From an optimization exercise on the open Yosys and OpenROAD flow, aimed at small area; shortcuts taken in it are not production practice. Only simulation tests tie the RTL to the original design; equivalence was not proved. No driver is modelled on the clock port, so clock power and skew are understated where the tree is cut down; a real chip needs a root buffer or a tree. Power and IR drop assume default switching activity.

==> module pdl, before the edit <==
module pdl
#(
          parameter N = 20,
          parameter OUT_NUM = 8
)
(
      input [N-1:0] wb,
      input [N-1:0] dl,
      input clk,
      input reset,
      input trigger,
      output reg delay_out
);
 reg s1, s2;
 reg [N-1:0] cnt;
 reg [N-1:0] tgt;
 reg in_dly, in_wid, load;
 wire rise  = s1 & ~s2;
 wire match = (cnt == tgt);
 wire idle  = ~in_dly & ~in_wid;
 wire [N-1:0] wg = wb & {N{in_dly}};
 wire [N:0] c;
 wire [N-1:0] sum;
 assign c[0] = 1'b0;
 genvar i;
 generate for (i = 0; i < N; i = i + 1) begin : g_add
     assign sum[i] = dl[i] ^ wg[i] ^ c[i];
     assign c[i+1] = (dl[i] & wg[i]) | (c[i] & (dl[i] ^ wg[i]));
 end endgenerate
 always @(posedge clk) begin
     s1 <= trigger;
     s2 <= s1;
     delay_out <= in_wid & reset;
     cnt <= load ? {N{1'b0}} : cnt + 1'b1;
     if ((idle & rise) | (in_dly & match))
         tgt <= sum;
 end
 always @(posedge clk)
     if (~reset) begin
         in_dly <= 1'b0;
         in_wid <= 1'b0;
         load   <= 1'b1;
     end else if (idle) begin
         if (rise) begin
             load   <= 1'b1;
             in_dly <= 1'b1;
         end
     end else if (in_dly) begin
         load <= 1'b0;
         if (match) begin
             in_dly <= 1'b0;
             in_wid <= 1'b1;
         end
     end else begin
         if (match)
             in_wid <= 1'b0;
     end
endmodule
==> flow/config.mk <==
export PLATFORM = sky130hd
export DESIGN_NAME = pdl
export DESIGN_NICKNAME = pdl
export VERILOG_FILES = /design/flow/design.v
export SDC_FILE = /design/flow/constraint.sdc
export NUM_CORES = 4
export LEC_CHECK = 0
export CAP_MARGIN = 20
export CORE_MARGIN = 2
export CORE_UTILIZATION = 65
export SLEW_MARGIN = 20
export BUFFER_PORTS_ARGS = -buffer_cell sky130_fd_sc_hd__buf_1
export POST_CTS_TCL = /design/flow/flow/post_cts.tcl
==> flow/constraint.sdc <==
create_clock -name core_clock -period 10.0 [get_ports {clk}]
set_input_delay 2.0000 -clock core_clock [delete_from_list [all_inputs] [get_ports {clk}]]
set_output_delay 2.0000 -clock core_clock [all_outputs]
set_load 0.01 [all_outputs]
standard.sh (not shown) runs the stock make flow with config.mk's settings and CLKGATE_MAP_FILE= SYNTH_SCRIPT=/design/flow/synth_recipe.tcl, a recipe that flattens the netlist after the stock synthesis.
==> flow/flow/run.sh <==
#!/bin/bash
# Standard ORFS flow with two changes:
#  - port buffers use the smallest buffer cell (buf_1);
#  - after CTS, the clock tree is rebuilt as KB_K leaf buffers fed directly
#    from the clock port (flow/kbuf.tcl), without TritonCTS's dummy loads.
set -e
HERE=$(pwd)
cp config.mk config_orig.log
cat >> config.mk <<EOT
export BUFFER_PORTS_ARGS = -buffer_cell sky130_fd_sc_hd__buf_1
export POST_CTS_TCL = $HERE/flow/post_cts.tcl
EOT
export KB_LEAF=sky130_fd_sc_hd__clkbuf_8 KB_K=3 KB_ROOT=none
bash standard.sh > standard.log 2>&1
Other scripts of this flow, unchanged in this note and not shown: flow/flow/kbuf.tcl, flow/flow/post_cts.tcl
The baseline completed without violations.
Next try:
--- a/flow/design.v
+++ b/flow/design.v
@@ -19,9 +19,16 @@
  wire match = (cnt == tgt);
  wire idle  = ~in_dly & ~in_wid;
+ genvar i;
+ wire [N:0] ic;
+ wire [N-1:0] inc;
+ assign ic[0] = 1'b1;
+ generate for (i = 0; i < N; i = i + 1) begin : g_inc
+     assign inc[i] = cnt[i] ^ ic[i];
+     assign ic[i+1] = cnt[i] & ic[i];
+ end endgenerate
  wire [N-1:0] wg = wb & {N{in_dly}};
  wire [N:0] c;
  wire [N-1:0] sum;
  assign c[0] = 1'b0;
- genvar i;
  generate for (i = 0; i < N; i = i + 1) begin : g_add
      assign sum[i] = dl[i] ^ wg[i] ^ c[i];
@@ -32,5 +39,5 @@
      s2 <= s1;
      delay_out <= in_wid & reset;
-     cnt <= load ? {N{1'b0}} : cnt + 1'b1;
+     cnt <= load ? {N{1'b0}} : inc;
      if ((idle & rise) | (in_dly & match))
          tgt <= sum;
What happened: The changed run completed without violations; worst hold slack degrades by 0.0071 ns; flip-flop and latch count does not change; via count came out lower by 10%; design area came out lower by 1.9%; final cell count came out lower by 10%; total power came out higher by 1.3%; maximum frequency came out lower by about 1.1%; sequential share of layout area came out higher by 0.83 points; wire length came out higher by 1.7%.
No run of this note takes its clock network from TritonCTS; it comes from the design's own scripts or RTL.

separate check: timing with driven ports:
The flow's constraints put no driver on any port. The routed layouts listed below were extracted and timed again, unchanged, in two steps. Step 1, drivers: a clkbuf_16 drives clk and a buf_2 each remaining input, both assumed. Step 2 times the ports against the registers' clock, not the clock port: input delays grow and output delays shrink by t, the midpoint of the rising clock arrivals with the driver on. Three values: ideal ports, drivers, drivers and shift; two values: the first two.
| run | t (ns) | slack for setup (ns) | pins driven straight from the clock port |
|---|---|---|---|
| the first run | 0.191 | 0.359 / 0.383 / 0.192 | 3 |
| the second run | 0.194 | 0.254 / 0.277 / 0.084 | 3 |
After both steps every run listed still meets setup and hold. For the second run, which loses most, drivers alone change the setup slack by +0.023 ns; drivers and shift together by -0.170 ns.
